From an optimization exercise on the open Yosys and OpenROAD flow, aimed at small area and a short achievable clock period; shortcuts taken in it are not production practice.
Function was not checked in any run shown here: the RTL went through the layout flow alone.
No activity file was given, so power comes from the tool's default toggle rates.

==> flow/design.v <==
module rf_rd8(input [7:0] sel, input [7:0] d, output y);
assign y = |(sel & d);
endmodule
module rf_rd7(input [6:0] sel, input [6:0] d, output y);
assign y = |(sel & d);
endmodule
module rf_rd4(input [3:0] sel, input [3:0] d, output y);
assign y = |(sel & d);
endmodule
module rf_rdbit(input [31:1] sel, input [31:1] d, output q);
wire n1;
wire n2;
wire n3;
wire n4;
wire n5;
wire n6;
rf_rd8 u1(.sel(sel[8:1]), .d(d[8:1]), .y(n1));
rf_rd8 u2(.sel(sel[16:9]), .d(d[16:9]), .y(n2));
rf_rd8 u3(.sel(sel[24:17]), .d(d[24:17]), .y(n3));
rf_rd7 u4(.sel(sel[31:25]), .d(d[31:25]), .y(n4));
g_nor2 u5(.a(n1), .b(n2), .y(n5));
g_nor2 u6(.a(n3), .b(n4), .y(n6));
g_nand2 u7(.a(n5), .b(n6), .y(q));
endmodule
module rf_rdbit_pd(input [7:0] lo, input [3:0] hi, input [31:1] d, output q);
wire n1;
wire n2;
wire n3;
wire n4;
rf_rd7 u1(.sel(lo[7:1]), .d(d[7:1]), .y(n1));
rf_rd8 u2(.sel(lo), .d(d[15:8]), .y(n2));
rf_rd8 u3(.sel(lo), .d(d[23:16]), .y(n3));
rf_rd8 u4(.sel(lo), .d(d[31:24]), .y(n4));
rf_rd4 u5(.sel(hi), .d({n4, n3, n2, n1}), .y(q));
endmodule
module g_inv(input a, output y);
assign y = ~a;
endmodule
module g_nand2(input a, b, output y);
assign y = ~(a & b);
endmodule
module g_nor2(input a, b, output y);
assign y = ~(a | b);
endmodule
module g_nand4(input a, b, c, d, output y);
assign y = ~(a & b & c & d);
endmodule
module g_aoi21(input a, b, c, output y);
assign y = ~((a & b) | c);
endmodule
module g_oai21(input a, b, c, output y);
assign y = ~((a | b) & c);
endmodule
module g_aoi22(input a, b, c, d, output y);
assign y = ~((a & b) | (c & d));
endmodule
module g_xor2(input a, b, output y);
assign y = a ^ b;
endmodule
module g_xnor2(input a, b, output y);
assign y = ~(a ^ b);
endmodule
module add_ksp(input [31:0] a, input [31:0] b, output [31:0] s, output [31:0] p);
wire n1;
wire n2;
wire n3;
wire n4;
wire n5;
wire n6;
wire n7;
wire n8;
wire n9;
wire n10;
wire n11;
wire n12;
wire n13;
wire n14;
wire n15;
wire n16;
wire n17;
wire n18;
wire n19;
wire n20;
wire n21;
wire n22;
wire n23;
wire n24;
wire n25;
wire n26;
wire n27;
wire n28;
wire n29;
wire n30;
wire n31;
wire n32;
wire n33;
wire n34;
wire n35;
wire n36;
wire n37;
wire n38;
wire n39;
wire n40;
wire n41;
wire n42;
wire n43;
wire n44;
wire n45;
wire n46;
wire n47;
wire n48;
wire n49;
wire n50;
wire n51;
wire n52;
wire n53;
wire n54;
wire n55;
wire n56;
wire n57;
wire n58;
wire n59;
wire n60;
wire n61;
wire n62;
wire n63;
wire n64;
wire n97;
wire n98;
wire n99;
wire n100;
wire n101;
wire n102;
wire n103;
wire n104;
wire n105;
wire n106;
wire n107;
wire n108;
wire n109;
wire n110;
wire n111;
wire n112;
wire n113;
wire n114;
wire n115;
wire n116;
wire n117;
wire n118;
wire n119;
wire n120;
wire n121;
wire n122;
wire n123;
wire n124;
wire n125;
wire n126;
wire n127;
wire n128;
wire n129;
wire n130;
wire n131;
wire n132;
wire n133;
wire n134;
wire n135;
wire n136;
wire n137;
wire n138;
wire n139;
wire n140;
wire n141;
wire n142;
wire n143;
wire n144;
wire n145;
wire n146;
wire n147;
wire n148;
wire n149;
wire n150;
wire n151;
wire n152;
wire n153;
wire n154;
wire n155;
wire n156;
wire n157;
wire n158;
wire n159;
wire n160;
wire n161;
wire n162;
wire n163;
wire n164;
wire n165;
wire n166;
wire n167;
wire n168;
wire n169;
wire n170;
wire n171;
wire n172;
wire n173;
wire n174;
wire n175;
wire n176;
wire n177;
wire n178;
wire n179;
wire n180;
wire n181;
wire n182;
wire n183;
wire n184;
wire n185;
wire n186;
wire n187;
wire n188;
wire n189;
wire n190;
wire n191;
wire n192;
wire n193;
wire n194;
wire n195;
wire n196;
wire n197;
wire n198;
wire n199;
wire n200;
wire n201;
wire n202;
wire n203;
wire n204;
wire n205;
wire n206;
wire n207;
wire n208;
wire n209;
wire n210;
wire n211;
wire n212;
wire n213;
wire n214;
wire n215;
wire n216;
wire n217;
wire n218;
wire n219;
wire n220;
wire n221;
wire n222;
wire n223;
wire n224;
wire n225;
wire n226;
wire n227;
wire n228;
wire n229;
wire n230;
wire n231;
wire n232;
wire n233;
wire n234;
wire n235;
wire n236;
wire n237;
wire n238;
wire n239;
wire n240;
wire n241;
wire n242;
wire n243;
wire n244;
wire n245;
wire n246;
wire n247;
wire n248;
wire n249;
wire n250;
wire n251;
wire n252;
wire n253;
wire n254;
wire n255;
wire n256;
wire n257;
wire n258;
wire n259;
wire n260;
wire n261;
wire n262;
wire n263;
wire n264;
wire n265;
wire n266;
wire n267;
wire n268;
wire n269;
wire n270;
wire n271;
wire n272;
wire n273;
wire n274;
wire n275;
wire n276;
wire n277;
wire n278;
wire n279;
wire n280;
wire n281;
wire n282;
wire n283;
wire n284;
wire n285;
wire n286;
wire n287;
wire n288;
wire n289;
wire n290;
wire n291;
wire n292;
wire n293;
wire n294;
wire n295;
wire n296;
wire n297;
wire n298;
wire n299;
wire n300;
wire n301;
wire n302;
wire n303;
wire n304;
wire n305;
wire n306;
wire n307;
wire n308;
wire n309;
wire n310;
wire n311;
wire n312;
wire n313;
wire n314;
wire n315;
wire n316;
wire n317;
wire n318;
wire n319;
wire n320;
wire n321;
wire n322;
wire n323;
wire n324;
wire n325;
wire n326;
wire n327;
wire n328;
wire n329;
wire n330;
wire n331;
wire n332;
wire n333;
wire n334;
wire n335;
wire n336;
wire n337;
wire n338;
g_nand2 u1(.a(a[0]), .b(b[0]), .y(n1));
g_nor2 u2(.a(a[0]), .b(b[0]), .y(n2));
g_nand2 u3(.a(a[1]), .b(b[1]), .y(n3));
g_nor2 u4(.a(a[1]), .b(b[1]), .y(n4));
g_nand2 u5(.a(a[2]), .b(b[2]), .y(n5));
g_nor2 u6(.a(a[2]), .b(b[2]), .y(n6));
g_nand2 u7(.a(a[3]), .b(b[3]), .y(n7));
g_nor2 u8(.a(a[3]), .b(b[3]), .y(n8));
g_nand2 u9(.a(a[4]), .b(b[4]), .y(n9));
g_nor2 u10(.a(a[4]), .b(b[4]), .y(n10));
g_nand2 u11(.a(a[5]), .b(b[5]), .y(n11));
g_nor2 u12(.a(a[5]), .b(b[5]), .y(n12));
g_nand2 u13(.a(a[6]), .b(b[6]), .y(n13));
g_nor2 u14(.a(a[6]), .b(b[6]), .y(n14));
g_nand2 u15(.a(a[7]), .b(b[7]), .y(n15));
g_nor2 u16(.a(a[7]), .b(b[7]), .y(n16));
g_nand2 u17(.a(a[8]), .b(b[8]), .y(n17));
g_nor2 u18(.a(a[8]), .b(b[8]), .y(n18));
g_nand2 u19(.a(a[9]), .b(b[9]), .y(n19));
g_nor2 u20(.a(a[9]), .b(b[9]), .y(n20));
g_nand2 u21(.a(a[10]), .b(b[10]), .y(n21));
g_nor2 u22(.a(a[10]), .b(b[10]), .y(n22));
g_nand2 u23(.a(a[11]), .b(b[11]), .y(n23));
g_nor2 u24(.a(a[11]), .b(b[11]), .y(n24));
g_nand2 u25(.a(a[12]), .b(b[12]), .y(n25));
g_nor2 u26(.a(a[12]), .b(b[12]), .y(n26));
g_nand2 u27(.a(a[13]), .b(b[13]), .y(n27));
g_nor2 u28(.a(a[13]), .b(b[13]), .y(n28));
g_nand2 u29(.a(a[14]), .b(b[14]), .y(n29));
g_nor2 u30(.a(a[14]), .b(b[14]), .y(n30));
g_nand2 u31(.a(a[15]), .b(b[15]), .y(n31));
g_nor2 u32(.a(a[15]), .b(b[15]), .y(n32));
g_nand2 u33(.a(a[16]), .b(b[16]), .y(n33));
g_nor2 u34(.a(a[16]), .b(b[16]), .y(n34));
g_nand2 u35(.a(a[17]), .b(b[17]), .y(n35));
g_nor2 u36(.a(a[17]), .b(b[17]), .y(n36));
g_nand2 u37(.a(a[18]), .b(b[18]), .y(n37));
g_nor2 u38(.a(a[18]), .b(b[18]), .y(n38));
g_nand2 u39(.a(a[19]), .b(b[19]), .y(n39));
g_nor2 u40(.a(a[19]), .b(b[19]), .y(n40));
g_nand2 u41(.a(a[20]), .b(b[20]), .y(n41));
g_nor2 u42(.a(a[20]), .b(b[20]), .y(n42));
g_nand2 u43(.a(a[21]), .b(b[21]), .y(n43));
g_nor2 u44(.a(a[21]), .b(b[21]), .y(n44));
g_nand2 u45(.a(a[22]), .b(b[22]), .y(n45));
g_nor2 u46(.a(a[22]), .b(b[22]), .y(n46));
g_nand2 u47(.a(a[23]), .b(b[23]), .y(n47));
g_nor2 u48(.a(a[23]), .b(b[23]), .y(n48));
g_nand2 u49(.a(a[24]), .b(b[24]), .y(n49));
g_nor2 u50(.a(a[24]), .b(b[24]), .y(n50));
g_nand2 u51(.a(a[25]), .b(b[25]), .y(n51));
g_nor2 u52(.a(a[25]), .b(b[25]), .y(n52));
g_nand2 u53(.a(a[26]), .b(b[26]), .y(n53));
g_nor2 u54(.a(a[26]), .b(b[26]), .y(n54));
g_nand2 u55(.a(a[27]), .b(b[27]), .y(n55));
g_nor2 u56(.a(a[27]), .b(b[27]), .y(n56));
g_nand2 u57(.a(a[28]), .b(b[28]), .y(n57));
g_nor2 u58(.a(a[28]), .b(b[28]), .y(n58));
g_nand2 u59(.a(a[29]), .b(b[29]), .y(n59));
g_nor2 u60(.a(a[29]), .b(b[29]), .y(n60));
g_nand2 u61(.a(a[30]), .b(b[30]), .y(n61));
g_nor2 u62(.a(a[30]), .b(b[30]), .y(n62));
g_nand2 u63(.a(a[31]), .b(b[31]), .y(n63));
g_nor2 u64(.a(a[31]), .b(b[31]), .y(n64));
g_xor2 u65(.a(a[0]), .b(b[0]), .y(p[0]));
g_xor2 u66(.a(a[1]), .b(b[1]), .y(p[1]));
g_xor2 u67(.a(a[2]), .b(b[2]), .y(p[2]));
g_xor2 u68(.a(a[3]), .b(b[3]), .y(p[3]));
g_xor2 u69(.a(a[4]), .b(b[4]), .y(p[4]));
g_xor2 u70(.a(a[5]), .b(b[5]), .y(p[5]));
g_xor2 u71(.a(a[6]), .b(b[6]), .y(p[6]));
g_xor2 u72(.a(a[7]), .b(b[7]), .y(p[7]));
g_xor2 u73(.a(a[8]), .b(b[8]), .y(p[8]));
g_xor2 u74(.a(a[9]), .b(b[9]), .y(p[9]));
g_xor2 u75(.a(a[10]), .b(b[10]), .y(p[10]));
g_xor2 u76(.a(a[11]), .b(b[11]), .y(p[11]));
g_xor2 u77(.a(a[12]), .b(b[12]), .y(p[12]));
g_xor2 u78(.a(a[13]), .b(b[13]), .y(p[13]));
g_xor2 u79(.a(a[14]), .b(b[14]), .y(p[14]));
g_xor2 u80(.a(a[15]), .b(b[15]), .y(p[15]));
g_xor2 u81(.a(a[16]), .b(b[16]), .y(p[16]));
g_xor2 u82(.a(a[17]), .b(b[17]), .y(p[17]));
g_xor2 u83(.a(a[18]), .b(b[18]), .y(p[18]));
g_xor2 u84(.a(a[19]), .b(b[19]), .y(p[19]));
g_xor2 u85(.a(a[20]), .b(b[20]), .y(p[20]));
g_xor2 u86(.a(a[21]), .b(b[21]), .y(p[21]));
g_xor2 u87(.a(a[22]), .b(b[22]), .y(p[22]));
g_xor2 u88(.a(a[23]), .b(b[23]), .y(p[23]));
g_xor2 u89(.a(a[24]), .b(b[24]), .y(p[24]));
g_xor2 u90(.a(a[25]), .b(b[25]), .y(p[25]));
g_xor2 u91(.a(a[26]), .b(b[26]), .y(p[26]));
g_xor2 u92(.a(a[27]), .b(b[27]), .y(p[27]));
g_xor2 u93(.a(a[28]), .b(b[28]), .y(p[28]));
g_xor2 u94(.a(a[29]), .b(b[29]), .y(p[29]));
g_xor2 u95(.a(a[30]), .b(b[30]), .y(p[30]));
g_xor2 u96(.a(a[31]), .b(b[31]), .y(p[31]));
g_oai21 u97(.a(n4), .b(n1), .c(n3), .y(n97));
g_oai21 u98(.a(n6), .b(n3), .c(n5), .y(n98));
g_nor2 u99(.a(n6), .b(n4), .y(n99));
g_oai21 u100(.a(n8), .b(n5), .c(n7), .y(n100));
g_nor2 u101(.a(n8), .b(n6), .y(n101));
g_oai21 u102(.a(n10), .b(n7), .c(n9), .y(n102));
g_nor2 u103(.a(n10), .b(n8), .y(n103));
g_oai21 u104(.a(n12), .b(n9), .c(n11), .y(n104));
g_nor2 u105(.a(n12), .b(n10), .y(n105));
g_oai21 u106(.a(n14), .b(n11), .c(n13), .y(n106));
g_nor2 u107(.a(n14), .b(n12), .y(n107));
g_oai21 u108(.a(n16), .b(n13), .c(n15), .y(n108));
g_nor2 u109(.a(n16), .b(n14), .y(n109));
g_oai21 u110(.a(n18), .b(n15), .c(n17), .y(n110));
g_nor2 u111(.a(n18), .b(n16), .y(n111));
g_oai21 u112(.a(n20), .b(n17), .c(n19), .y(n112));
g_nor2 u113(.a(n20), .b(n18), .y(n113));
g_oai21 u114(.a(n22), .b(n19), .c(n21), .y(n114));
g_nor2 u115(.a(n22), .b(n20), .y(n115));
g_oai21 u116(.a(n24), .b(n21), .c(n23), .y(n116));
g_nor2 u117(.a(n24), .b(n22), .y(n117));
g_oai21 u118(.a(n26), .b(n23), .c(n25), .y(n118));
g_nor2 u119(.a(n26), .b(n24), .y(n119));
g_oai21 u120(.a(n28), .b(n25), .c(n27), .y(n120));
g_nor2 u121(.a(n28), .b(n26), .y(n121));
g_oai21 u122(.a(n30), .b(n27), .c(n29), .y(n122));
g_nor2 u123(.a(n30), .b(n28), .y(n123));
g_oai21 u124(.a(n32), .b(n29), .c(n31), .y(n124));
g_nor2 u125(.a(n32), .b(n30), .y(n125));
g_oai21 u126(.a(n34), .b(n31), .c(n33), .y(n126));
g_nor2 u127(.a(n34), .b(n32), .y(n127));
g_oai21 u128(.a(n36), .b(n33), .c(n35), .y(n128));
g_nor2 u129(.a(n36), .b(n34), .y(n129));
g_oai21 u130(.a(n38), .b(n35), .c(n37), .y(n130));
g_nor2 u131(.a(n38), .b(n36), .y(n131));
g_oai21 u132(.a(n40), .b(n37), .c(n39), .y(n132));
g_nor2 u133(.a(n40), .b(n38), .y(n133));
g_oai21 u134(.a(n42), .b(n39), .c(n41), .y(n134));
g_nor2 u135(.a(n42), .b(n40), .y(n135));
g_oai21 u136(.a(n44), .b(n41), .c(n43), .y(n136));
g_nor2 u137(.a(n44), .b(n42), .y(n137));
g_oai21 u138(.a(n46), .b(n43), .c(n45), .y(n138));
g_nor2 u139(.a(n46), .b(n44), .y(n139));
g_oai21 u140(.a(n48), .b(n45), .c(n47), .y(n140));
g_nor2 u141(.a(n48), .b(n46), .y(n141));
g_oai21 u142(.a(n50), .b(n47), .c(n49), .y(n142));
g_nor2 u143(.a(n50), .b(n48), .y(n143));
g_oai21 u144(.a(n52), .b(n49), .c(n51), .y(n144));
g_nor2 u145(.a(n52), .b(n50), .y(n145));
g_oai21 u146(.a(n54), .b(n51), .c(n53), .y(n146));
g_nor2 u147(.a(n54), .b(n52), .y(n147));
g_oai21 u148(.a(n56), .b(n53), .c(n55), .y(n148));
g_nor2 u149(.a(n56), .b(n54), .y(n149));
g_oai21 u150(.a(n58), .b(n55), .c(n57), .y(n150));
g_nor2 u151(.a(n58), .b(n56), .y(n151));
g_oai21 u152(.a(n60), .b(n57), .c(n59), .y(n152));
g_nor2 u153(.a(n60), .b(n58), .y(n153));
g_oai21 u154(.a(n62), .b(n59), .c(n61), .y(n154));
g_nor2 u155(.a(n62), .b(n60), .y(n155));
g_oai21 u156(.a(n64), .b(n61), .c(n63), .y(n156));
g_nor2 u157(.a(n64), .b(n62), .y(n157));
g_inv u158(.a(n1), .y(n158));
g_aoi21 u159(.a(n99), .b(n158), .c(n98), .y(n159));
g_aoi21 u160(.a(n101), .b(n97), .c(n100), .y(n160));
g_aoi21 u161(.a(n103), .b(n98), .c(n102), .y(n161));
g_nand2 u162(.a(n103), .b(n99), .y(n162));
g_aoi21 u163(.a(n105), .b(n100), .c(n104), .y(n163));
g_nand2 u164(.a(n105), .b(n101), .y(n164));
g_aoi21 u165(.a(n107), .b(n102), .c(n106), .y(n165));
g_nand2 u166(.a(n107), .b(n103), .y(n166));
g_aoi21 u167(.a(n109), .b(n104), .c(n108), .y(n167));
g_nand2 u168(.a(n109), .b(n105), .y(n168));
g_aoi21 u169(.a(n111), .b(n106), .c(n110), .y(n169));
g_nand2 u170(.a(n111), .b(n107), .y(n170));
g_aoi21 u171(.a(n113), .b(n108), .c(n112), .y(n171));
g_nand2 u172(.a(n113), .b(n109), .y(n172));
g_aoi21 u173(.a(n115), .b(n110), .c(n114), .y(n173));
g_nand2 u174(.a(n115), .b(n111), .y(n174));
g_aoi21 u175(.a(n117), .b(n112), .c(n116), .y(n175));
g_nand2 u176(.a(n117), .b(n113), .y(n176));
g_aoi21 u177(.a(n119), .b(n114), .c(n118), .y(n177));
g_nand2 u178(.a(n119), .b(n115), .y(n178));
g_aoi21 u179(.a(n121), .b(n116), .c(n120), .y(n179));
g_nand2 u180(.a(n121), .b(n117), .y(n180));
g_aoi21 u181(.a(n123), .b(n118), .c(n122), .y(n181));
g_nand2 u182(.a(n123), .b(n119), .y(n182));
g_aoi21 u183(.a(n125), .b(n120), .c(n124), .y(n183));
g_nand2 u184(.a(n125), .b(n121), .y(n184));
g_aoi21 u185(.a(n127), .b(n122), .c(n126), .y(n185));
g_nand2 u186(.a(n127), .b(n123), .y(n186));
g_aoi21 u187(.a(n129), .b(n124), .c(n128), .y(n187));
g_nand2 u188(.a(n129), .b(n125), .y(n188));
g_aoi21 u189(.a(n131), .b(n126), .c(n130), .y(n189));
g_nand2 u190(.a(n131), .b(n127), .y(n190));
g_aoi21 u191(.a(n133), .b(n128), .c(n132), .y(n191));
g_nand2 u192(.a(n133), .b(n129), .y(n192));
g_aoi21 u193(.a(n135), .b(n130), .c(n134), .y(n193));
g_nand2 u194(.a(n135), .b(n131), .y(n194));
g_aoi21 u195(.a(n137), .b(n132), .c(n136), .y(n195));
g_nand2 u196(.a(n137), .b(n133), .y(n196));
g_aoi21 u197(.a(n139), .b(n134), .c(n138), .y(n197));
g_nand2 u198(.a(n139), .b(n135), .y(n198));
g_aoi21 u199(.a(n141), .b(n136), .c(n140), .y(n199));
g_nand2 u200(.a(n141), .b(n137), .y(n200));
g_aoi21 u201(.a(n143), .b(n138), .c(n142), .y(n201));
g_nand2 u202(.a(n143), .b(n139), .y(n202));
g_aoi21 u203(.a(n145), .b(n140), .c(n144), .y(n203));
g_nand2 u204(.a(n145), .b(n141), .y(n204));
g_aoi21 u205(.a(n147), .b(n142), .c(n146), .y(n205));
g_nand2 u206(.a(n147), .b(n143), .y(n206));
g_aoi21 u207(.a(n149), .b(n144), .c(n148), .y(n207));
g_nand2 u208(.a(n149), .b(n145), .y(n208));
g_aoi21 u209(.a(n151), .b(n146), .c(n150), .y(n209));
g_nand2 u210(.a(n151), .b(n147), .y(n210));
g_aoi21 u211(.a(n153), .b(n148), .c(n152), .y(n211));
g_nand2 u212(.a(n153), .b(n149), .y(n212));
g_aoi21 u213(.a(n155), .b(n150), .c(n154), .y(n213));
g_nand2 u214(.a(n155), .b(n151), .y(n214));
g_aoi21 u215(.a(n157), .b(n152), .c(n156), .y(n215));
g_nand2 u216(.a(n157), .b(n153), .y(n216));
g_inv u217(.a(n158), .y(n217));
g_inv u218(.a(n97), .y(n218));
g_oai21 u219(.a(n162), .b(n217), .c(n161), .y(n219));
g_oai21 u220(.a(n164), .b(n218), .c(n163), .y(n220));
g_oai21 u221(.a(n166), .b(n159), .c(n165), .y(n221));
g_oai21 u222(.a(n168), .b(n160), .c(n167), .y(n222));
g_oai21 u223(.a(n170), .b(n161), .c(n169), .y(n223));
g_nor2 u224(.a(n170), .b(n162), .y(n224));
g_oai21 u225(.a(n172), .b(n163), .c(n171), .y(n225));
g_nor2 u226(.a(n172), .b(n164), .y(n226));
g_oai21 u227(.a(n174), .b(n165), .c(n173), .y(n227));
g_nor2 u228(.a(n174), .b(n166), .y(n228));
g_oai21 u229(.a(n176), .b(n167), .c(n175), .y(n229));
g_nor2 u230(.a(n176), .b(n168), .y(n230));
g_oai21 u231(.a(n178), .b(n169), .c(n177), .y(n231));
g_nor2 u232(.a(n178), .b(n170), .y(n232));
g_oai21 u233(.a(n180), .b(n171), .c(n179), .y(n233));
g_nor2 u234(.a(n180), .b(n172), .y(n234));
g_oai21 u235(.a(n182), .b(n173), .c(n181), .y(n235));
g_nor2 u236(.a(n182), .b(n174), .y(n236));
g_oai21 u237(.a(n184), .b(n175), .c(n183), .y(n237));
g_nor2 u238(.a(n184), .b(n176), .y(n238));
g_oai21 u239(.a(n186), .b(n177), .c(n185), .y(n239));
g_nor2 u240(.a(n186), .b(n178), .y(n240));
g_oai21 u241(.a(n188), .b(n179), .c(n187), .y(n241));
g_nor2 u242(.a(n188), .b(n180), .y(n242));
g_oai21 u243(.a(n190), .b(n181), .c(n189), .y(n243));
g_nor2 u244(.a(n190), .b(n182), .y(n244));
g_oai21 u245(.a(n192), .b(n183), .c(n191), .y(n245));
g_nor2 u246(.a(n192), .b(n184), .y(n246));
g_oai21 u247(.a(n194), .b(n185), .c(n193), .y(n247));
g_nor2 u248(.a(n194), .b(n186), .y(n248));
g_oai21 u249(.a(n196), .b(n187), .c(n195), .y(n249));
g_nor2 u250(.a(n196), .b(n188), .y(n250));
g_oai21 u251(.a(n198), .b(n189), .c(n197), .y(n251));
g_nor2 u252(.a(n198), .b(n190), .y(n252));
g_oai21 u253(.a(n200), .b(n191), .c(n199), .y(n253));
g_nor2 u254(.a(n200), .b(n192), .y(n254));
g_oai21 u255(.a(n202), .b(n193), .c(n201), .y(n255));
g_nor2 u256(.a(n202), .b(n194), .y(n256));
g_oai21 u257(.a(n204), .b(n195), .c(n203), .y(n257));
g_nor2 u258(.a(n204), .b(n196), .y(n258));
g_oai21 u259(.a(n206), .b(n197), .c(n205), .y(n259));
g_nor2 u260(.a(n206), .b(n198), .y(n260));
g_oai21 u261(.a(n208), .b(n199), .c(n207), .y(n261));
g_nor2 u262(.a(n208), .b(n200), .y(n262));
g_oai21 u263(.a(n210), .b(n201), .c(n209), .y(n263));
g_nor2 u264(.a(n210), .b(n202), .y(n264));
g_oai21 u265(.a(n212), .b(n203), .c(n211), .y(n265));
g_nor2 u266(.a(n212), .b(n204), .y(n266));
g_oai21 u267(.a(n214), .b(n205), .c(n213), .y(n267));
g_nor2 u268(.a(n214), .b(n206), .y(n268));
g_oai21 u269(.a(n216), .b(n207), .c(n215), .y(n269));
g_nor2 u270(.a(n216), .b(n208), .y(n270));
g_inv u271(.a(n217), .y(n271));
g_inv u272(.a(n218), .y(n272));
g_inv u273(.a(n159), .y(n273));
g_inv u274(.a(n160), .y(n274));
g_aoi21 u275(.a(n224), .b(n271), .c(n223), .y(n275));
g_aoi21 u276(.a(n226), .b(n272), .c(n225), .y(n276));
g_aoi21 u277(.a(n228), .b(n273), .c(n227), .y(n277));
g_aoi21 u278(.a(n230), .b(n274), .c(n229), .y(n278));
g_aoi21 u279(.a(n232), .b(n219), .c(n231), .y(n279));
g_aoi21 u280(.a(n234), .b(n220), .c(n233), .y(n280));
g_aoi21 u281(.a(n236), .b(n221), .c(n235), .y(n281));
g_aoi21 u282(.a(n238), .b(n222), .c(n237), .y(n282));
g_aoi21 u283(.a(n240), .b(n223), .c(n239), .y(n283));
g_nand2 u284(.a(n240), .b(n224), .y(n284));
g_aoi21 u285(.a(n242), .b(n225), .c(n241), .y(n285));
g_nand2 u286(.a(n242), .b(n226), .y(n286));
g_aoi21 u287(.a(n244), .b(n227), .c(n243), .y(n287));
g_nand2 u288(.a(n244), .b(n228), .y(n288));
g_aoi21 u289(.a(n246), .b(n229), .c(n245), .y(n289));
g_nand2 u290(.a(n246), .b(n230), .y(n290));
g_aoi21 u291(.a(n248), .b(n231), .c(n247), .y(n291));
g_nand2 u292(.a(n248), .b(n232), .y(n292));
g_aoi21 u293(.a(n250), .b(n233), .c(n249), .y(n293));
g_nand2 u294(.a(n250), .b(n234), .y(n294));
g_aoi21 u295(.a(n252), .b(n235), .c(n251), .y(n295));
g_nand2 u296(.a(n252), .b(n236), .y(n296));
g_aoi21 u297(.a(n254), .b(n237), .c(n253), .y(n297));
g_nand2 u298(.a(n254), .b(n238), .y(n298));
g_aoi21 u299(.a(n256), .b(n239), .c(n255), .y(n299));
g_nand2 u300(.a(n256), .b(n240), .y(n300));
g_aoi21 u301(.a(n258), .b(n241), .c(n257), .y(n301));
g_nand2 u302(.a(n258), .b(n242), .y(n302));
g_aoi21 u303(.a(n260), .b(n243), .c(n259), .y(n303));
g_nand2 u304(.a(n260), .b(n244), .y(n304));
g_aoi21 u305(.a(n262), .b(n245), .c(n261), .y(n305));
g_nand2 u306(.a(n262), .b(n246), .y(n306));
g_aoi21 u307(.a(n264), .b(n247), .c(n263), .y(n307));
g_nand2 u308(.a(n264), .b(n248), .y(n308));
g_aoi21 u309(.a(n266), .b(n249), .c(n265), .y(n309));
g_nand2 u310(.a(n266), .b(n250), .y(n310));
g_aoi21 u311(.a(n268), .b(n251), .c(n267), .y(n311));
g_nand2 u312(.a(n268), .b(n252), .y(n312));
g_aoi21 u313(.a(n270), .b(n253), .c(n269), .y(n313));
g_nand2 u314(.a(n270), .b(n254), .y(n314));
g_inv u315(.a(n271), .y(n315));
g_inv u316(.a(n272), .y(n316));
g_inv u317(.a(n273), .y(n317));
g_inv u318(.a(n274), .y(n318));
g_inv u319(.a(n219), .y(n319));
g_inv u320(.a(n220), .y(n320));
g_inv u321(.a(n221), .y(n321));
g_inv u322(.a(n222), .y(n322));
g_oai21 u323(.a(n284), .b(n315), .c(n283), .y(n323));
g_oai21 u324(.a(n286), .b(n316), .c(n285), .y(n324));
g_oai21 u325(.a(n288), .b(n317), .c(n287), .y(n325));
g_oai21 u326(.a(n290), .b(n318), .c(n289), .y(n326));
g_oai21 u327(.a(n292), .b(n319), .c(n291), .y(n327));
g_oai21 u328(.a(n294), .b(n320), .c(n293), .y(n328));
g_oai21 u329(.a(n296), .b(n321), .c(n295), .y(n329));
g_oai21 u330(.a(n298), .b(n322), .c(n297), .y(n330));
g_oai21 u331(.a(n300), .b(n275), .c(n299), .y(n331));
g_oai21 u332(.a(n302), .b(n276), .c(n301), .y(n332));
g_oai21 u333(.a(n304), .b(n277), .c(n303), .y(n333));
g_oai21 u334(.a(n306), .b(n278), .c(n305), .y(n334));
g_oai21 u335(.a(n308), .b(n279), .c(n307), .y(n335));
g_oai21 u336(.a(n310), .b(n280), .c(n309), .y(n336));
g_oai21 u337(.a(n312), .b(n281), .c(n311), .y(n337));
g_oai21 u338(.a(n314), .b(n282), .c(n313), .y(n338));
g_xnor2 u339(.a(p[1]), .b(n315), .y(s[1]));
g_xnor2 u340(.a(p[2]), .b(n316), .y(s[2]));
g_xnor2 u341(.a(p[3]), .b(n317), .y(s[3]));
g_xnor2 u342(.a(p[4]), .b(n318), .y(s[4]));
g_xnor2 u343(.a(p[5]), .b(n319), .y(s[5]));
g_xnor2 u344(.a(p[6]), .b(n320), .y(s[6]));
g_xnor2 u345(.a(p[7]), .b(n321), .y(s[7]));
g_xnor2 u346(.a(p[8]), .b(n322), .y(s[8]));
g_xnor2 u347(.a(p[9]), .b(n275), .y(s[9]));
g_xnor2 u348(.a(p[10]), .b(n276), .y(s[10]));
g_xnor2 u349(.a(p[11]), .b(n277), .y(s[11]));
g_xnor2 u350(.a(p[12]), .b(n278), .y(s[12]));
g_xnor2 u351(.a(p[13]), .b(n279), .y(s[13]));
g_xnor2 u352(.a(p[14]), .b(n280), .y(s[14]));
g_xnor2 u353(.a(p[15]), .b(n281), .y(s[15]));
g_xnor2 u354(.a(p[16]), .b(n282), .y(s[16]));
g_xor2 u355(.a(p[17]), .b(n323), .y(s[17]));
g_xor2 u356(.a(p[18]), .b(n324), .y(s[18]));
g_xor2 u357(.a(p[19]), .b(n325), .y(s[19]));
g_xor2 u358(.a(p[20]), .b(n326), .y(s[20]));
g_xor2 u359(.a(p[21]), .b(n327), .y(s[21]));
g_xor2 u360(.a(p[22]), .b(n328), .y(s[22]));
g_xor2 u361(.a(p[23]), .b(n329), .y(s[23]));
g_xor2 u362(.a(p[24]), .b(n330), .y(s[24]));
g_xor2 u363(.a(p[25]), .b(n331), .y(s[25]));
g_xor2 u364(.a(p[26]), .b(n332), .y(s[26]));
g_xor2 u365(.a(p[27]), .b(n333), .y(s[27]));
g_xor2 u366(.a(p[28]), .b(n334), .y(s[28]));
g_xor2 u367(.a(p[29]), .b(n335), .y(s[29]));
g_xor2 u368(.a(p[30]), .b(n336), .y(s[30]));
g_xor2 u369(.a(p[31]), .b(n337), .y(s[31]));
assign s[0] = p[0];
endmodule
module xor32(input [31:0] a, input [31:0] b, output [31:0] y);
assign y = a ^ b;
endmodule
module add_sk_cy(input [31:0] a, input [31:0] b, input [31:0] p, input cin, output [31:0] c);
wire [31:0] g = a & b;
wire g_0 = g[0] | (p[0] & cin);
wire G0_1 = g[1] | (p[1] & g_0);
wire G0_3 = g[3] | (p[3] & g[2]);
wire P0_3 = p[3] & p[2];
wire G0_5 = g[5] | (p[5] & g[4]);
wire P0_5 = p[5] & p[4];
wire G0_7 = g[7] | (p[7] & g[6]);
wire P0_7 = p[7] & p[6];
wire G0_9 = g[9] | (p[9] & g[8]);
wire P0_9 = p[9] & p[8];
wire G0_11 = g[11] | (p[11] & g[10]);
wire P0_11 = p[11] & p[10];
wire G0_13 = g[13] | (p[13] & g[12]);
wire P0_13 = p[13] & p[12];
wire G0_15 = g[15] | (p[15] & g[14]);
wire P0_15 = p[15] & p[14];
wire G0_17 = g[17] | (p[17] & g[16]);
wire P0_17 = p[17] & p[16];
wire G0_19 = g[19] | (p[19] & g[18]);
wire P0_19 = p[19] & p[18];
wire G0_21 = g[21] | (p[21] & g[20]);
wire P0_21 = p[21] & p[20];
wire G0_23 = g[23] | (p[23] & g[22]);
wire P0_23 = p[23] & p[22];
wire G0_25 = g[25] | (p[25] & g[24]);
wire P0_25 = p[25] & p[24];
wire G0_27 = g[27] | (p[27] & g[26]);
wire P0_27 = p[27] & p[26];
wire G0_29 = g[29] | (p[29] & g[28]);
wire P0_29 = p[29] & p[28];
wire G0_31 = g[31] | (p[31] & g[30]);
wire P0_31 = p[31] & p[30];
wire G1_2 = g[2] | (p[2] & G0_1);
wire G1_3 = G0_3 | (P0_3 & G0_1);
wire G1_6 = g[6] | (p[6] & G0_5);
wire P1_6 = p[6] & P0_5;
wire G1_7 = G0_7 | (P0_7 & G0_5);
wire P1_7 = P0_7 & P0_5;
wire G1_10 = g[10] | (p[10] & G0_9);
wire P1_10 = p[10] & P0_9;
wire G1_11 = G0_11 | (P0_11 & G0_9);
wire P1_11 = P0_11 & P0_9;
wire G1_14 = g[14] | (p[14] & G0_13);
wire P1_14 = p[14] & P0_13;
wire G1_15 = G0_15 | (P0_15 & G0_13);
wire P1_15 = P0_15 & P0_13;
wire G1_18 = g[18] | (p[18] & G0_17);
wire P1_18 = p[18] & P0_17;
wire G1_19 = G0_19 | (P0_19 & G0_17);
wire P1_19 = P0_19 & P0_17;
wire G1_22 = g[22] | (p[22] & G0_21);
wire P1_22 = p[22] & P0_21;
wire G1_23 = G0_23 | (P0_23 & G0_21);
wire P1_23 = P0_23 & P0_21;
wire G1_26 = g[26] | (p[26] & G0_25);
wire P1_26 = p[26] & P0_25;
wire G1_27 = G0_27 | (P0_27 & G0_25);
wire P1_27 = P0_27 & P0_25;
wire G1_30 = g[30] | (p[30] & G0_29);
wire P1_30 = p[30] & P0_29;
wire G1_31 = G0_31 | (P0_31 & G0_29);
wire P1_31 = P0_31 & P0_29;
wire G2_4 = g[4] | (p[4] & G1_3);
wire G2_5 = G0_5 | (P0_5 & G1_3);
wire G2_6 = G1_6 | (P1_6 & G1_3);
wire G2_7 = G1_7 | (P1_7 & G1_3);
wire G2_12 = g[12] | (p[12] & G1_11);
wire P2_12 = p[12] & P1_11;
wire G2_13 = G0_13 | (P0_13 & G1_11);
wire P2_13 = P0_13 & P1_11;
wire G2_14 = G1_14 | (P1_14 & G1_11);
wire P2_14 = P1_14 & P1_11;
wire G2_15 = G1_15 | (P1_15 & G1_11);
wire P2_15 = P1_15 & P1_11;
wire G2_20 = g[20] | (p[20] & G1_19);
wire P2_20 = p[20] & P1_19;
wire G2_21 = G0_21 | (P0_21 & G1_19);
wire P2_21 = P0_21 & P1_19;
wire G2_22 = G1_22 | (P1_22 & G1_19);
wire P2_22 = P1_22 & P1_19;
wire G2_23 = G1_23 | (P1_23 & G1_19);
wire P2_23 = P1_23 & P1_19;
wire G2_28 = g[28] | (p[28] & G1_27);
wire P2_28 = p[28] & P1_27;
wire G2_29 = G0_29 | (P0_29 & G1_27);
wire P2_29 = P0_29 & P1_27;
wire G2_30 = G1_30 | (P1_30 & G1_27);
wire P2_30 = P1_30 & P1_27;
wire G2_31 = G1_31 | (P1_31 & G1_27);
wire P2_31 = P1_31 & P1_27;
wire G3_8 = g[8] | (p[8] & G2_7);
wire G3_9 = G0_9 | (P0_9 & G2_7);
wire G3_10 = G1_10 | (P1_10 & G2_7);
wire G3_11 = G1_11 | (P1_11 & G2_7);
wire G3_12 = G2_12 | (P2_12 & G2_7);
wire G3_13 = G2_13 | (P2_13 & G2_7);
wire G3_14 = G2_14 | (P2_14 & G2_7);
wire G3_15 = G2_15 | (P2_15 & G2_7);
wire G3_24 = g[24] | (p[24] & G2_23);
wire P3_24 = p[24] & P2_23;
wire G3_25 = G0_25 | (P0_25 & G2_23);
wire P3_25 = P0_25 & P2_23;
wire G3_26 = G1_26 | (P1_26 & G2_23);
wire P3_26 = P1_26 & P2_23;
wire G3_27 = G1_27 | (P1_27 & G2_23);
wire P3_27 = P1_27 & P2_23;
wire G3_28 = G2_28 | (P2_28 & G2_23);
wire P3_28 = P2_28 & P2_23;
wire G3_29 = G2_29 | (P2_29 & G2_23);
wire P3_29 = P2_29 & P2_23;
wire G3_30 = G2_30 | (P2_30 & G2_23);
wire P3_30 = P2_30 & P2_23;
wire G3_31 = G2_31 | (P2_31 & G2_23);
wire P3_31 = P2_31 & P2_23;
wire G4_16 = g[16] | (p[16] & G3_15);
wire G4_17 = G0_17 | (P0_17 & G3_15);
wire G4_18 = G1_18 | (P1_18 & G3_15);
wire G4_19 = G1_19 | (P1_19 & G3_15);
wire G4_20 = G2_20 | (P2_20 & G3_15);
wire G4_21 = G2_21 | (P2_21 & G3_15);
wire G4_22 = G2_22 | (P2_22 & G3_15);
wire G4_23 = G2_23 | (P2_23 & G3_15);
wire G4_24 = G3_24 | (P3_24 & G3_15);
wire G4_25 = G3_25 | (P3_25 & G3_15);
wire G4_26 = G3_26 | (P3_26 & G3_15);
wire G4_27 = G3_27 | (P3_27 & G3_15);
wire G4_28 = G3_28 | (P3_28 & G3_15);
wire G4_29 = G3_29 | (P3_29 & G3_15);
wire G4_30 = G3_30 | (P3_30 & G3_15);
wire G4_31 = G3_31 | (P3_31 & G3_15);
assign c[0] = g_0;
assign c[1] = G0_1;
assign c[2] = G1_2;
assign c[3] = G1_3;
assign c[4] = G2_4;
assign c[5] = G2_5;
assign c[6] = G2_6;
assign c[7] = G2_7;
assign c[8] = G3_8;
assign c[9] = G3_9;
assign c[10] = G3_10;
assign c[11] = G3_11;
assign c[12] = G3_12;
assign c[13] = G3_13;
assign c[14] = G3_14;
assign c[15] = G3_15;
assign c[16] = G4_16;
assign c[17] = G4_17;
assign c[18] = G4_18;
assign c[19] = G4_19;
assign c[20] = G4_20;
assign c[21] = G4_21;
assign c[22] = G4_22;
assign c[23] = G4_23;
assign c[24] = G4_24;
assign c[25] = G4_25;
assign c[26] = G4_26;
assign c[27] = G4_27;
assign c[28] = G4_28;
assign c[29] = G4_29;
assign c[30] = G4_30;
assign c[31] = G4_31;
endmodule
module add_sk(input [31:0] a, input [31:0] b, input cin, output [31:0] s, output [31:0] p, output cout);
wire [31:0] c;
xor32 u_p(.a(a), .b(b), .y(p));
add_sk_cy u_c(.a(a), .b(b), .p(p), .cin(cin), .c(c));
xor32 u_s(.a(p), .b({c[30:0], cin}), .y(s));
assign cout = c[31];
endmodule
module ltu32(input [31:0] a, input [31:0] b, input [31:0] p, output lt);
wire [31:0] g = a & ~b;
wire [31:0] q = ~p;
wire G0_0 = g[1] | (q[1] & (g[0] | q[0]));
wire G0_2 = g[3] | (q[3] & g[2]);
wire P0_2 = q[3] & q[2];
wire G0_4 = g[5] | (q[5] & g[4]);
wire P0_4 = q[5] & q[4];
wire G0_6 = g[7] | (q[7] & g[6]);
wire P0_6 = q[7] & q[6];
wire G0_8 = g[9] | (q[9] & g[8]);
wire P0_8 = q[9] & q[8];
wire G0_10 = g[11] | (q[11] & g[10]);
wire P0_10 = q[11] & q[10];
wire G0_12 = g[13] | (q[13] & g[12]);
wire P0_12 = q[13] & q[12];
wire G0_14 = g[15] | (q[15] & g[14]);
wire P0_14 = q[15] & q[14];
wire G0_16 = g[17] | (q[17] & g[16]);
wire P0_16 = q[17] & q[16];
wire G0_18 = g[19] | (q[19] & g[18]);
wire P0_18 = q[19] & q[18];
wire G0_20 = g[21] | (q[21] & g[20]);
wire P0_20 = q[21] & q[20];
wire G0_22 = g[23] | (q[23] & g[22]);
wire P0_22 = q[23] & q[22];
wire G0_24 = g[25] | (q[25] & g[24]);
wire P0_24 = q[25] & q[24];
wire G0_26 = g[27] | (q[27] & g[26]);
wire P0_26 = q[27] & q[26];
wire G0_28 = g[29] | (q[29] & g[28]);
wire P0_28 = q[29] & q[28];
wire G0_30 = g[31] | (q[31] & g[30]);
wire P0_30 = q[31] & q[30];
wire G1_0 = G0_2 | (P0_2 & G0_0);
wire G1_2 = G0_6 | (P0_6 & G0_4);
wire P1_2 = P0_6 & P0_4;
wire G1_4 = G0_10 | (P0_10 & G0_8);
wire P1_4 = P0_10 & P0_8;
wire G1_6 = G0_14 | (P0_14 & G0_12);
wire P1_6 = P0_14 & P0_12;
wire G1_8 = G0_18 | (P0_18 & G0_16);
wire P1_8 = P0_18 & P0_16;
wire G1_10 = G0_22 | (P0_22 & G0_20);
wire P1_10 = P0_22 & P0_20;
wire G1_12 = G0_26 | (P0_26 & G0_24);
wire P1_12 = P0_26 & P0_24;
wire G1_14 = G0_30 | (P0_30 & G0_28);
wire P1_14 = P0_30 & P0_28;
wire G2_0 = G1_2 | (P1_2 & G1_0);
wire G2_2 = G1_6 | (P1_6 & G1_4);
wire P2_2 = P1_6 & P1_4;
wire G2_4 = G1_10 | (P1_10 & G1_8);
wire P2_4 = P1_10 & P1_8;
wire G2_6 = G1_14 | (P1_14 & G1_12);
wire P2_6 = P1_14 & P1_12;
wire G3_0 = G2_2 | (P2_2 & G2_0);
wire G3_2 = G2_6 | (P2_6 & G2_4);
wire P3_2 = P2_6 & P2_4;
wire G4_0 = G3_2 | (P3_2 & G3_0);
assign lt = ~G4_0;
endmodule
`timescale 1ns / 1ps
module rv_core(
    input clk,
    input rst_n,                 
    output [31:0] imem_addr,
    input  [31:0] imem_rdata,
    output [31:0] dmem_addr,
    output [31:0] dmem_wdata,
    output        dmem_we,
    input  [31:0] dmem_rdata
    );
wire [31:0] ins = imem_rdata;
wire [6:0]  op  = ins[6:0];
wire [2:0]  f3  = ins[14:12];
wire [4:0]  rd  = ins[11:7];
wire [4:0]  rs1 = ins[19:15];
wire [4:0]  rs2 = ins[24:20];
wire is_op    = (op == 7'b0110011);
wire is_opimm = (op == 7'b0010011);
wire is_lui   = (op == 7'b0110111);
wire is_load  = (op == 7'b0000011);
wire is_store = (op == 7'b0100011);
wire is_br    = (op == 7'b1100011);
wire is_jal   = (op == 7'b1101111);
reg  [31:1] pc_q;
wire [31:0] pc  = {pc_q, 1'b0};
wire [31:0] pc4 = {pc[31:2] + 30'd1, pc[1:0]};
reg  [31:0] rf [1:31];
wire        wen = rst_n & (is_op | is_opimm | is_lui | is_load | is_jal);
reg  [31:0] wdata;
integer k;
always @(posedge clk)
    for (k = 1; k < 32; k = k + 1)
        if (wen && rd == k)
            rf[k] <= wdata;
reg [7:0] lo1, lo2;
reg [3:0] hi1, hi2;
always @(*) begin
    for (k = 0; k < 8; k = k + 1) begin
        lo1[k] = (rs1[2:0] == k);
        lo2[k] = (rs2[2:0] == k);
    end
    for (k = 0; k < 4; k = k + 1) begin
        hi1[k] = (rs1[4:3] == k);
        hi2[k] = (rs2[4:3] == k);
    end
end
wire [31:0] r1, r2;
genvar i, j;
generate
    for (i = 0; i < 32; i = i + 1) begin : g_rd
        wire [31:1] col;
        for (j = 1; j < 32; j = j + 1) begin : g_c
            assign col[j] = rf[j][i];
        end
        rf_rdbit_pd u_r1(.lo(lo1), .hi(hi1), .d(col), .q(r1[i]));
        rf_rdbit_pd u_r2(.lo(lo2), .hi(hi2), .d(col), .q(r2[i]));
    end
endgenerate
wire [31:0] imm_is = {{21{ins[31]}}, ins[30:25], (ins[5] ? ins[11:7] : ins[24:20])};
wire        b_reg  = ins[5] & (ins[4] | ins[6]);
wire [31:0] b      = b_reg ? r2 : imm_is;
wire [31:0] sum;
wire [31:0] p;               
add_ksp u_add(.a(r1), .b(b), .s(sum), .p(p));
wire        ltu;
ltu32 u_ltu(.a(r1), .b(b), .p(p), .lt(ltu));
wire        lts    = (r1[31] ^ b[31]) ? r1[31] : ltu;
wire        eq     = ~|p;        
reg [31:0] alu;
always @(*)
    case (f3)
        3'b000:  alu = sum;
        3'b010:  alu = {31'd0, lts};
        3'b011:  alu = {31'd0, ltu};
        3'b110:  alu = r1 | b;
        default: alu = 32'd0;
    endcase
always @(*)
    if (ins[2])
        wdata = ins[3] ? pc4 : {ins[31:12], 12'd0};
    else
        wdata = ins[4] ? alu : dmem_rdata;
wire [31:0] imm_bj = ins[3] ? {{12{ins[31]}}, ins[19:12], ins[20], ins[30:21], 1'b0}
                            : {{20{ins[31]}}, ins[7], ins[30:25], ins[11:8], 1'b0};
wire [31:0] target;
wire [31:0] unused_p;
wire        unused_c;
add_sk u_tgt(.a(pc), .b(imm_bj), .cin(1'b0), .s(target), .p(unused_p), .cout(unused_c));
wire        taken  = (is_br & eq) | is_jal;
always @(posedge clk)
    if (~rst_n)
        pc_q <= 31'd0;
    else
        pc_q <= taken ? target[31:1] : pc4[31:1];
assign imem_addr  = pc;
assign dmem_addr  = sum;
assign dmem_wdata = r2;
assign dmem_we    = is_store & rst_n;
endmodule
==> flow/flow/run.sh <==
#!/bin/bash
# Layout flow: the standard layout (standard.sh: ORFS synthesis to final
# layout), run unchanged for synthesis, then with these differences:
#  * port buffers are buf_2 cells instead of ORFS's default choice (a
#    clkdlybuf4s50_1 delay cell); every port still gets its buffer;
#  * CTS builds its tree from clkbuf_8/clkbuf_16 with larger sink clusters and
#    no dummy loads.
# Each tool's full output goes to a log in this folder (and ORFS's own per-step
# logs under orfs/logs/).
set -euo pipefail
bash standard.sh synth > synth.log 2>&1
export BUFFER_PORTS_ARGS="-buffer_cell sky130_fd_sc_hd__buf_2"
export CTS_ARGS="-sink_clustering_enable -repair_clock_nets -dont_use_dummy_load -sink_clustering_size 20 -sink_clustering_max_diameter 80 -buf_list {sky130_fd_sc_hd__clkbuf_8 sky130_fd_sc_hd__clkbuf_16}"
bash standard.sh > layout.log 2>&1
==> flow/standard.sh <==
#!/bin/bash
# synth_recipe.tcl (not shown) runs the flow's synth.tcl, then flattens the netlist and writes it again
# the make line also repeats each setting of config.mk as NAME=value (left out here)
make -C /OpenROAD-flow-scripts/flow DESIGN_CONFIG=/design/flow/config.mk WORK_HOME=/design/flow/orfs CLKGATE_MAP_FILE= SYNTH_SCRIPT=/design/flow/synth_recipe.tcl "${@:-finish}"
==> flow/config.mk <==
export PLATFORM = sky130hd
export DESIGN_NAME = rv_core
export DESIGN_NICKNAME = rv_core
export VERILOG_FILES = /design/flow/design.v
export SDC_FILE = /design/flow/constraint.sdc
export NUM_CORES = 4
export LEC_CHECK = 0
export CAP_MARGIN = 20
export CORE_MARGIN = 2
export CORE_UTILIZATION = 65
export SETUP_SLACK_MARGIN = 4
export SLEW_MARGIN = 20
export SYNTH_HIERARCHICAL = 1
==> flow/constraint.sdc <==
create_clock -name core_clock -period 12.5 [get_ports {clk}]
set_input_delay 2.5000 -clock core_clock [delete_from_list [all_inputs] [get_ports {clk}]]
set_output_delay 2.5000 -clock core_clock [all_outputs]
set_load 0.01 [all_outputs]
==> metrics list, run 1 <==
- Die area: 75760 um^2
- In this run, the number of DRC markers left after iteration 0 of detailed routing was 10029.
* Number of pins with negative max-slew slack in the final report: 0
* Part of the total power dissipated in sequential elements: 53.2%
- Busiest metal layer after global routing: met2
- F_max: 115.4 MHz
- Setup repair after global routing could not meet its margin everywhere.
* Die Y: 275.2 um
- Final setup fails: 0
* Slack of the worst reg-to-reg path: 7130 ps
- Synthesis Warnings: 8
* Cell at the root of the clock tree: sky130_fd_sc_hd__clkbuf_16
- CP cell instances: buf_2, nor2b_4, buf_4, a22oi_1, nand2_1, nand2_1, o21ai_4, a21oi_4, o21ai_2, a21oi_4, xnor2_1, buf_2
- In this run the tightest slew margin relative to its limit is 5.613%.
- DRC viols: 0
- Clock transition at the register clock pins on the worst setup and hold paths after CTS: 50 ps
- Clock latency of the later-clocked register in the worst-skew pair: 690 ps
* Proportion of power drawn by the clock network: 26.3%
- Critical path start-end classification: primary input to output pin
- After detailed routing, the number of vias per cell comes to 8.753.
- In this run the mean area of a mapped cell was 13.29 um^2.
- Counting along the longest clock path gives a buffer depth of 3.
- Hold violation total from the final report: 0
- Final net count: 3998
- Internal Pwr Total: 5.047 mW
- Vias after detailed routing: 42871
- For this run the aggregate overflow at the end of global routing stands at 0.
- The mapped netlist covers 47820 um^2.
- Between clock sinks in the finished design, the worst skew comes to 107.4 ps.
- Core Rows: 99
* Max-Cap Viols: 0
- Leak pwr: 17.71 nW
- For the finished layout, the period the worst path requires is 8665 ps.
* Comb power frac: 20.5%
* Switching portion of total power: 29.34%
- Synthesized instance count: 3599
* Global-route wire length before repair: 286.4 mm
- Gpl congestion: 1.014
* Data arrival time of the critical path: 6160 ps
- For met1 alone, demand over resource in global routing was 64.57%.
- Detail-routed net length per standard cell: 44.24 um
- The path class of the tightest hold or removal check is flip-flop to flip-flop.
* Maximum fanout encountered on the critical timing path: 32
* Met2 Usage GRT: 75.67%
- Category of the worst setup path launch point: primary input
- Measured along the x axis, the die boundary spans 275.2 um.
* Buffers added on ports: 161
- For the worst setup path, the data required time is 10000 ps.
- The first TritonRoute pass finished after 14 iterations.
- All-layer global routing usage: 54.31%
* Post-detailed-route count of antenna-violating nets: 0
- The worst setup path is captured at an output pin.
* TNS Setup: 0 ps
* Global-route met3 utilization: 26.92%
- TritonCTS Sinks: 1023
* Pin count of the biggest net entering global routing: 97
* Synth-to-layout area growth: 15.54%
* Number of antenna violations at the first check in global routing: 6
- The number of clock buffers added by TritonCTS is 58.
- Fraction of final layout cells sized beyond drive strength 1: 20.14%
* Result of the run: finished clean
* Dpl hpwl: 108.5 mm
* Drt total wl: 216.7 mm
- The clock tree synthesis step divided the H-tree into 2 levels.
* I/O pin count: 163
- The largest individual stage delay along the critical path comes from the cell sky130_fd_sc_hd__buf_4.
- The worst path uses 69.32% of the clock period.
* Power per standard cell area: 129.3 nW/um^2
* Core utilization of the finished layout: 75.73%
- TritonCTS clock tree: yes
- Once the floorplan was initialized, standard cells occupied 65.55% of the core.
* Switching component of the power: 2.095 mW
- Vias in the first global route: 40164
- At the pin with the least slew margin, the transition time is 1416 ps.
* Worst supply voltage drop on vdd: 0.0001467 V
* Max stage delay on crit path: 730 ps
* Area inside the core boundary: 72960 um^2
- Power, Total: 7.143 mW
==> per-layer routing <==
| layer | up-vias | routed length, um | part of all wire [%] |
|---|---|---|---|
| met1 | 19940 | 62580 | 29 |
| met4 | 8 | 23550 | 11 |
| met5 | - | 126 | 0.058 |
| met3 | 1641 | 44560 | 21 |
| li1 | 15989 | - | - |
| met2 | 5293 | 85880 | 40 |
==> final timing paths <==
check,from,cells past startpoint,endpoint
hold / removal,pc_q[1],2,pc_q[1]
setup reg to reg,rf[1][0],17,rf[2][0]
hold reg to reg,pc_q[1],2,pc_q[1]
setup / recovery,imem_rdata[19],12,dmem_addr[13]
==> critical path: cells and delay by family <==
kind                      cells  cell delay [ps]
AOI/OAI and AO/OA             5             1000
buffers and inverters         3             1350
xor gates and xnor gates      1              540
and+or+nand+nor               3              750
==> sequential cells by signal, summed over array words and instances (netlist names) <==
| register | count |
|---|---|
| rf | 992 |
| pc_q | 31 |
==> what timing repair did <==
item	in CTS	in global routing
hold buffers	0	0
setup endpoints to repair	30	26
buffers inserted	44	16
pin swaps	31	36
gates resized for setup	132	148
gates cloned	22	14
==> power by group through the flow <==
stage,Clock [mW],Combinational [mW],Sequential (mW)
global route,1.95,1.46,3.80
finish,1.88,1.46,3.80
floorplan,0,0.667,3.88
global placement,0,1.12,3.88
CTS,1.84,1.25,3.80
detailed placement,0,1.14,3.88
==> metrics by stage <==
step	cell area, um^2	instances	hold slack [ps]	worst slack, ps
floorplan	48330	3604	529.2	2801
global placement	50990	4728	524.6	2881
detailed placement	51000	4729	574.0	2839
global route	55230	4887	612.5	3949
CTS	53960	4853	590.7	3965
finish	55250	4898	611.4	3835
==> placed cells by master, fill, tap and decap left out, drive strengths merged, types with 5 or more instances in the layout <==
| cell | count |
|---|---|
| nand2 | 228 |
| a222oi | 80 |
| or3 | 5 |
| nor4 | 21 |
| nor3 | 14 |
| a211oi | 31 |
| xnor2 | 35 |
| and3b | 8 |
| inv | 44 |
| a22o | 14 |
| a21o | 27 |
| nor2 | 164 |
| and3 | 6 |
| o221ai | 11 |
| nand3 | 80 |
| mux2i | 8 |
| nor2b | 20 |
| edfxtp | 992 |
| bufbuf | 6 |
| xor2 | 119 |
| dfxtp | 31 |
| nand2b | 7 |
| conb | 6 |
| buf | 321 |
| a22oi | 1034 |
| nand4 | 215 |
| o22ai | 5 |
| a32o | 5 |
| a21oi | 89 |
| a211o | 7 |
| nor3b | 14 |
| mux2 | 13 |
| a32oi | 5 |
| and2 | 5 |
| clkbuf | 74 |
| o21ai | 116 |
| diode | 11 |
| a221oi | 10 |
==> area by class of cell <==
class	instances	area, um^2
inverters	45	168.9
fillers	4449	17710
repair buffers	343	3406
diodes	11	27.53
multi-input cells	2459	18590
well taps	959	1200
flip-flops and latches	1023	30410
clock buffers	58	1451
==> run 2: changes to the inputs <==
--- a/flow/config.mk
+++ b/flow/config.mk
@@ -8,5 +8,6 @@
 export CAP_MARGIN = 20
 export CORE_MARGIN = 2
-export CORE_UTILIZATION = 65
+export CORE_UTILIZATION = 75
+export PLACE_DENSITY = 0.85
 export SETUP_SLACK_MARGIN = 4
 export SLEW_MARGIN = 20
==> run 2 against run 1 <==
  * The flow now stops in global routing
  * Synthesized cell count unchanged
  * Synthesized area did not move
==> metrics list, run 2 <==
- The flow did not finish.
* Stage where the run ended: global routing
* Error: [ERROR GRT-0232] Routing congestion too high. Check the congestion heatmap in the GUI.
- Cell at the root of the clock tree: sky130_fd_sc_hd__clkbuf_16
* DP Area: 50890 um^2 (-0.22%)
* Total global routing overflow: 211
- The final weighted congestion of routability-driven global placement is 1.120 (+11%).
- Mapped Avg Cell Area: 13.29 um^2 (unchanged)
- Max Root-Sink Buffers: 3 (unchanged)
- Buffers added on ports: 161 (unchanged)
- Die Y: 256.5 um (-6.8%)
- All-layer global routing usage: 87.93%
- The boundary pin count came to 163 (unchanged).
* Synthesized instance count: 3599 (unchanged)
* TritonCTS Sinks: 1023 (unchanged)
- Pin count of the biggest net entering global routing: 65
- The HPWL after detailed placement is 115.7 mm (+6.7%).
- Core Rows: 92 (-7.1%)
- The die span in x was 256.5 um (-6.8%).
* Combined area of all synthesized cells: 47820 um^2 (unchanged)
* Clock H-tree levels: 2 (unchanged)
- Effective utilization at floorplan: 75.81% (+10 points)
- The Yosys warning count is 8 (unchanged).
* TritonCTS Buffers: 58 (unchanged)
run 2: per-stage QoR:
stage / power (mW) / hold slack [ps] / std cells / setup WS, ps / util, %
after floorplan: 4.546 / 529.2 / 3604 / 2801 / -
after global placement: 5.002 / 527.3 / 4608 / 2722 / 80.62
after detailed placement: 5.028 / 569.8 / 4611 / 2718 / 80.67
after CTS: 6.979 / 579.9 / 4758 / 3990 / 86.41
run 2: worst max path at each step:
stage / cells after the start / to / slack (ps) / from
floorplan: 15 / dmem_addr[28] / 2800 / imem_rdata[21]
global placement: 16 / dmem_addr[24] / 2720 / imem_rdata[20]
detailed placement: 16 / dmem_addr[24] / 2720 / imem_rdata[20]
CTS: 15 / dmem_addr[24] / 3990 / imem_rdata[15]
run 2: timing repair:
| action | in CTS |
|---|---|
| resized for setup | 201 |
| cloned | 39 |
| pin swaps | 63 |
| buffers inserted | 50 |
| hold buffers | 0 |
| endpoints found under the setup margin | 32 |
run 2: routing by layer:
| layer | track usage, % | overflow |
|---|---|---|
| met4 | 84.80 | 94 |
| met1 | 88.12 | 10 |
| met3 | 82.15 | 10 |
| met2 | 95.88 | 93 |
| met5 | 65.79 | 4 |
run 2: power groups by stage:
stage / Combinational [mW] / Clock, mW / Sequential (mW)
2_1_floorplan: 0.667 / 0 / 3.88
3_5_place_dp: 1.15 / 0 / 3.88
4_1_cts: 1.32 / 1.86 / 3.80
3_3_place_gp: 1.12 / 0 / 3.88
==> run 3: changes to the inputs <==
--- a/flow/design.v
+++ b/flow/design.v
@@ -1011,16 +1011,13 @@
         if (wen && rd == k)
             rf[k] <= wdata;
-reg [7:0] lo1, lo2;
-reg [3:0] hi1, hi2;
-always @(*) begin
-    for (k = 0; k < 8; k = k + 1) begin
-        lo1[k] = (rs1[2:0] == k);
-        lo2[k] = (rs2[2:0] == k);
-    end
-    for (k = 0; k < 4; k = k + 1) begin
-        hi1[k] = (rs1[4:3] == k);
-        hi2[k] = (rs2[4:3] == k);
+wire [31:0] lo1, lo2;        
+wire [15:0] hi1, hi2;        
+genvar c;
+generate
+    for (c = 0; c < 4; c = c + 1) begin : g_dec
+        rf_dec u_d1(.rs(rs1), .lo(lo1[8*c +: 8]), .hi(hi1[4*c +: 4]));
+        rf_dec u_d2(.rs(rs2), .lo(lo2[8*c +: 8]), .hi(hi2[4*c +: 4]));
     end
-end
+endgenerate
 wire [31:0] r1, r2;
 genvar i, j;
@@ -1031,6 +1028,6 @@
             assign col[j] = rf[j][i];
         end
-        rf_rdbit_pd u_r1(.lo(lo1), .hi(hi1), .d(col), .q(r1[i]));
-        rf_rdbit_pd u_r2(.lo(lo2), .hi(hi2), .d(col), .q(r2[i]));
+        rf_rdbit_pd u_r1(.lo(lo1[8*(i/8) +: 8]), .hi(hi1[4*(i/8) +: 4]), .d(col), .q(r1[i]));
+        rf_rdbit_pd u_r2(.lo(lo2[8*(i/8) +: 8]), .hi(hi2[4*(i/8) +: 4]), .d(col), .q(r2[i]));
     end
 endgenerate
@@ -1076,2 +1073,17 @@
 assign dmem_we    = is_store & rst_n;
 endmodule
+module rf_dec(
+    input  [4:0] rs,
+    output [7:0] lo,
+    output [3:0] hi
+    );
+genvar k;
+generate
+    for (k = 0; k < 8; k = k + 1) begin : g_lo
+        assign lo[k] = (rs[2:0] == k);
+    end
+    for (k = 0; k < 4; k = k + 1) begin : g_hi
+        assign hi[k] = (rs[4:3] == k);
+    end
+endgenerate
+endmodule
--- a/flow/config.mk
+++ b/flow/config.mk
@@ -8,6 +8,5 @@
 export CAP_MARGIN = 20
 export CORE_MARGIN = 2
-export CORE_UTILIZATION = 75
-export PLACE_DENSITY = 0.85
+export CORE_UTILIZATION = 65
 export SETUP_SLACK_MARGIN = 4
 export SLEW_MARGIN = 20
==> run 3 against run 2 <==
  * Now clean on timing, DRC and antenna
  * Synthesized area up 1.2%
  * Synthesized cell count up 2.4%
==> metrics list, run 3 <==
* Count of buffering cells on the critical path with inverters included: 4
- Vias in the first global route: 39755
- Setup violations remaining at the end of the flow were counted as 0.
- Launch point of the worst reg-to-reg path: rf[1][0]
* Leak pwr: 17.68 nW
- Gpl congestion: 1.053 (-6.0%)
- Terminus of the critical flop-to-flop path: rf[6][0]
* Cell at the root of the clock tree: sky130_fd_sc_hd__clkbuf_16
* Core Rows: 100 (+8.7%)
* Fraction of final layout cells sized beyond drive strength 1: 19.12%
- Effective utilization at floorplan: 65.36% (-10 points)
- Max Root-Sink Buffers: 3 (unchanged)
- The tightest min-delay check is of the flip-flop to flip-flop type.
* Cell count of the worst hold path: 2
- Critical Path End Type: output pin
- Walking the worst path, the cells encountered are buf_6, clkbuf_16, nor3_2, buf_4, a22oi_1, nand4_1, a22oi_2, nand2_1, mux2_4, nor2_4, o21ai_1, a21oi_2, o21ai_4, a21oi_4, o21ai_1, xor2_2, buf_2.
- F_max: 115.2 MHz
- Leading cell types in the layout, fill and taps excluded: sky130_fd_sc_hd__a22oi_1, sky130_fd_sc_hd__edfxtp_1, sky130_fd_sc_hd__nand4_1
- The post-synthesis area per instance came to 13.14 um^2 (-1.1%).
- Worst-case setup margin in the final layout: 3821 ps
* Delay-heaviest family, CP: compound AO/OA/AOI/OAI gates
- Worst setup timing slack at the placement stage: 3028 ps (+309.3 ps)
- Clock transition at the register clock pins on the worst setup and hold paths after CTS: 80 ps
* TritonCTS clock tree: yes
- Combined area of all synthesized cells: 48420 um^2 (+1.2%)
* Worst supply voltage drop on vdd: 0.0001233 V
- Number of antenna violations at the first check in global routing: 8
* TNS Setup: 0 ps
- Die Y: 276.9 um (+8.0%)
- Synth-to-layout area growth: 13.67%
- Synthesis Warnings: 8 (unchanged)
- Share of the clock period used by the worst path: 69.43%
- Data required time of the worst path: 10000 ps
- The core region is 74070 um^2.
* TritonCTS Buffers: 58 (unchanged)
- Slack of the worst reg-to-reg path: 7610 ps
* Buffers added on ports: 161 (unchanged)
- After detailed routing, the number of vias per cell comes to 8.584.
- The instance count after placement with tap cells included is 4834 (+4.8%).
- Final critical-path required period: 8679 ps
- On the final layout, the worst clock skew is 57.12 ps.
* Total iterations of the first detailed-routing run: 13
* Pin count of the biggest net entering global routing: 59
- Launch instance of the worst min-delay path: pc_q[1]
* Data arrival time of the critical path: 6180 ps
- The run finished with no timing, DRC or antenna violations.
* Clock latency of the later-clocked register in the worst-skew pair: 680 ps
- The boundary pin count was 163 (unchanged).
- The final count of pins violating max slew was 0.
- Power per standard cell area: 127.4 nW/um^2
* Max stage delay on crit path: 350 ps
- Unrepaired setup endpoints after global routing: yes
- The worst setup path is of the primary input to output pin kind.
- Of all nets on the critical path, the largest fanout is 24.
- Vias after detailed routing: 42955
- The die span in x was 276.9 um (+8.0%).
- Largest registers ranked by flip-flop count: rf x992, pc_q x31
* Total global routing overflow: 0
- The total clock sinks was 1023 (unchanged).
* Top cell by count, worst path: sky130_fd_sc_hd__o21ai_1
- The net count of the finished layout is 4093.
- The first global-routing pass estimated 271.8 mm of wire.
- Post-detailed-route count of antenna-violating nets: 0
- Worst rel slew slack: 21.06%
- The number of hold-slack violations in the final timing report is 0.
- Most frequent standard cell in the layout excluding fill and tap cells: sky130_fd_sc_hd__a22oi_1
- Category of the worst setup path launch point: primary input
* Max-Cap Viols: 0
- The detailed router finished its first iteration with 9391 violations.
- Among all stages on the critical path, the largest delay is contributed by sky130_fd_sc_hd__mux2_4.
* Transition at the pin with the smallest max-transition slack: 1184 ps
- Once layout is complete, the utilization of the core stands at 74.30%.
- Die area: 76680 um^2
- Register ranked first by flip-flop count: rf
- Drt total wl: 200.5 mm
* Synthesized instance count: 3684 (+2.4%)
- End of the worst hold path: pc_q[1]
- Layout Cells excl Fill: 5004
* Dpl hpwl: 110.8 mm (-4.3%)
- For the worst flop-to-flop path, the logic depth is 15.
- The H-tree depth reported by CTS is 2 (unchanged).
- Global routing used 49.24% of the available tracks.
* DRC viols: 0
- In the final routed layout, each cell accounts on average for 40.08 um.
- The register with the most flip-flops in the layout has 992 of them.
## run 3: cell type report
class | count | area [um^2]
Antenna cell | 12 | 30.03
Clock buffer | 58 | 1451
Fill cell | 4775 | 19030
Inverter | 44 | 165.2
Multi-Input combinational cell | 2578 | 19150
Sequential cell | 1023 | 30410
Tap cell | 969 | 1212
Timing Repair Buffer | 320 | 2615
## run 3: power by group
group          switching (mW)  total (mW)  internal (mW)
logic                   0.949        1.35          0.397
clock network            1.04        1.86          0.819
registers             0.00556        3.80           3.79
## run 3: tightest hold or removal path, delay by kind of cell (launching register included)
family / cells / cell delay [ps]
flip-flops: 1 / 390
AND/OR/NAND/NOR: 1 / 50
multiplexers: 1 / 170
## run 3: repair_timing
item / 4_1_cts / 5_1_grt
endpoints found under the setup margin: 31 / 27
hold buffers: 0 / 0
pin swaps: 23 / 21
buffers inserted: 18 / 35
hold endpoints to repair: 0 / 0
cloned: 31 / 16
resized for setup: 164 / 158
## run 3: stage by stage
| step | instance area (um^2) | hold slack (ps) | power [mW] |
|---|---|---|---|
| 2_1_floorplan | 48540 | 583.4 | 4.516 |
| 3_3_place_gp | 51310 | 612.3 | 4.970 |
| 3_5_place_dp | 51310 | 640.7 | 4.985 |
| 4_1_cts | 53800 | 652.7 | 6.811 |
| 5_1_grt | 55010 | 681.0 | 7.107 |
| 6_report | 55040 | 651.8 | 7.009 |
## run 3: worst max path at each step
stage,from,end,slack [ps],cells past startpoint
floorplan,imem_rdata[16],dmem_addr[30],4010,12
global placement,imem_rdata[22],dmem_addr[21],3030,17
detailed placement,imem_rdata[16],dmem_addr[27],3030,14
CTS,imem_rdata[23],dmem_addr[27],3960,13
global route,imem_rdata[22],dmem_addr[27],3880,18
finish,imem_rdata[20],dmem_addr[27],3820,17
## run 3: metal layers
metal  wire, um  vias to the layer above  global-route usage (%)
met2      81210                     5218                   69.83
met3      39060                     1353                   18.61
met4      19380                        4                   33.77
met1      60870                    20050                   63.04
met5         26                        -                       0
li1           -                    16330                       -

[port drivers added, routing unchanged]
In the flow no input, the clock included, has a driving cell. The finished layouts below were timed again as built, in two steps. Step 1 sets driving cells, clkbuf_16 on the clock port and buf_2 on the other inputs (assumed; they add their load-dependent delay and slew). Step 2 adds t to the input delays and takes it off the output delays; t is the mean of the earliest and latest rising clock arrival at the registers after step 1. Input paths then give back, and output paths get back, about the clock's delay inside the block. a / b / c = ideal / step 1 / step 2; a / b = the first two.
run	t (ns)	setup slack, ns	hold slack, ns
run 1	0.709	3.835 / 3.810 / 3.810	0.611 / 0.611 / 0.611
run 3	0.726	3.821 / 3.772 / 3.772	0.652 / 0.652 / 0.652
After both steps setup and hold are still met in every run listed. The setup slack of run 3, which loses most, moves by -0.049 ns with the drivers and by -0.049 ns with both steps.
